What follows belongs to an exercise in optimizing a design on an open flow for small area and a short achievable clock period; a production flow would make more cautious choices. No activity file was given, so power comes from the tool's default toggle rates.

==> flow/design.v <==
module barrel_shifter (
    input  logic        i_clk,
    input  logic        i_signed,
    input  logic        i_shift_left,
    input  logic [4:0]  i_shift_amt,
    input  logic [31:0] i_data,
    output logic [31:0] o_data
);
    logic        left, fill;
    logic [3:0]  a, a_n;
    logic        sr0, sr1, sl0, sl1;
    logic        fr1, fr;
    assign left = i_shift_left;
    assign fill = i_signed & i_data[31];
    assign a    = i_shift_amt[3:0] ^ {4{left}};
    assign a_n  = ~a;
    assign sr0 = ~left & ~i_shift_amt[4];
    assign sr1 = ~left &  i_shift_amt[4];
    assign sl0 =  left &  i_shift_amt[4];
    assign sl1 =  left & ~i_shift_amt[4];
    assign fr1 = fill & sr1;
    assign fr  = fill & ~left;
    logic [46:0] v16_n;
    logic [38:0] v8;
    logic [34:0] v4_n;
    logic [32:0] v2;
    logic [31:0] res_n;
    logic [31:0] q_n;
    for (genvar i = 0; i < 15; i++) begin : g_s16_lo
        bs_aoi22 u (.a(i_data[i]), .sa(sr0), .b(i_data[i+16]), .sb(sr1), .y(v16_n[i]));
    end
    assign v16_n[15] = ~((i_data[15] & sr0) | (i_data[31] & sr1) | (i_data[0] & sl1));
    for (genvar i = 16; i < 31; i++) begin : g_s16_mid
        bs_aoi221 u (.a(i_data[i]), .sa(sr0), .b(i_data[i-15]), .sb(sl1), .c(fr1), .y(v16_n[i]));
    end
    assign v16_n[31] = ~((i_data[31] & sr0) | fr1 | (i_data[0] & sl0) | (i_data[16] & sl1));
    for (genvar i = 32; i < 47; i++) begin : g_s16_hi
        bs_aoi221 u (.a(i_data[i-31]), .sa(sl0), .b(i_data[i-15]), .sb(sl1), .c(fr), .y(v16_n[i]));
    end
    for (genvar i = 0; i < 39; i++) begin : g_s8
        bs_mux_n u (.a(v16_n[i]), .sa_n(a[3]), .b(v16_n[i+8]), .sb_n(a_n[3]), .y(v8[i]));
    end
    for (genvar i = 0; i < 35; i++) begin : g_s4
        bs_mux_n u (.a(v8[i]), .sa_n(a[2]), .b(v8[i+4]), .sb_n(a_n[2]), .y(v4_n[i]));
    end
    for (genvar i = 0; i < 33; i++) begin : g_s2
        bs_mux_n u (.a(v4_n[i]), .sa_n(a[1]), .b(v4_n[i+2]), .sb_n(a_n[1]), .y(v2[i]));
    end
    for (genvar i = 0; i < 32; i++) begin : g_s1
        bs_mux_n u (.a(v2[i]), .sa_n(a[0]), .b(v2[i+1]), .sb_n(a_n[0]), .y(res_n[i]));
    end
    always_ff @(posedge i_clk) q_n <= res_n;
    assign o_data = ~q_n;
endmodule
module bs_mux_n (input logic a, sa_n, b, sb_n, output logic y);
    assign y = ~((a | sa_n) & (b | sb_n));
endmodule
module bs_aoi22 (input logic a, sa, b, sb, output logic y);
    assign y = ~((a & sa) | (b & sb));
endmodule
module bs_aoi221 (input logic a, sa, b, sb, c, output logic y);
    assign y = ~((a & sa) | (b & sb) | c);
endmodule
clock: 3.5 ns
lec_check: 0
cap_margin: 20
core_margin: 2
core_utilization: 40
slew_margin: 75
synth_hierarchical: 1
synth_minimum_keep_size: 0
standard.sh (not shown) runs the stock make flow with config.mk's settings and CLKGATE_MAP_FILE= SYNTH_SCRIPT=/design/flow/synth_recipe.tcl, a recipe that flattens the netlist after the stock synthesis.
==> flow/flow/run.sh <==
#!/bin/bash
set -e
here=$(pwd)
export BUFFER_PORTS_ARGS="-buffer_cell sky130_fd_sc_hd__buf_1"
export POST_FLOORPLAN_TCL="$here/flow/post_floorplan.tcl"
bash standard.sh > standard.log 2>&1
==> flow/flow/post_floorplan.tcl <==
# Synthesis maps the first-stage AOI cells at drive strength 2; they drive
# only two gates each, so use drive strength 1.
foreach inst [[ord::get_db_block] getInsts] {
  set m [[$inst getMaster] getName]
  if { [regexp {^sky130_fd_sc_hd__(a22oi|a221oi|o22ai)_2$} $m -> base] } {
    set small [[ord::get_db] findMaster "sky130_fd_sc_hd__${base}_1"]
    $inst swapMaster $small
  }
}
The starting point went through all stages and came out clean.
Then changed:
--- a/flow/flow/run.sh
+++ b/flow/flow/run.sh
@@ -5,0 +6 @@
+export PRE_RESIZE_TCL="$here/flow/pre_resize.tcl"
==> flow/flow/pre_resize.tcl (new file) <==
# Split the high-fanout select nets into buffer trees during repair_design,
# using plain buffers rather than delay cells.
set_dont_use [get_lib_cells {sky130_fd_sc_hd__clkdlybuf4s* sky130_fd_sc_hd__dlygate* sky130_fd_sc_hd__dlymetal*}]
set_max_fanout 10 [current_design]
- SLEW_MARGIN: 75 -> 20
What happened: Cell count goes up by 8.8%. Worst setup slack gets worse by 0.27 ns. Global-route usage rose by 3.0 points. Design area rises by 0.61%. Count of clock-buffer cells in the layout does not change. Die area stays the same. Synthesized area stays the same. Synthesized cell count stays the same. Power climbs by 1.3%. Wire length goes up by 13%.
Function was not checked in any run of this note: the RTL went through the layout flow alone.

-- what the ideal ports hide --
No port has a modelled driver above. Below, the same layouts with a new extraction and two added sets of constraints.
Step 1 (the two cells are an assumption about what drives the block):
set clk [get_ports {i_clk}]
set_driving_cell -lib_cell sky130_fd_sc_hd__clkbuf_16 $clk
set_driving_cell -lib_cell sky130_fd_sc_hd__buf_2 [delete_from_list [all_inputs] $clk]
Step 2 times the ports against the registers' clock, not the clock port: input delays grow and output delays shrink by t, the midpoint of the rising clock arrivals with the driver on.
a / b / c = ideal / step 1 / step 2; a / b = the first two.
run	shift t [ns]	setup slack, ns	worst hold slack (ns)	worst register clock-pin slew, ns	pins driven straight from the clock port
the first run	0.309	0.653 / 0.661 / 0.351	1.029 / 1.029 / 1.141	0.07 / 0.07	1
the second run	0.311	0.382 / 0.390 / 0.078	1.124 / 1.120 / 1.140	0.07 / 0.07	1
After both steps setup and hold are still met in every run listed. For the second run, which loses most, drivers alone change the setup slack by +0.008 ns; drivers and shift together by -0.304 ns.
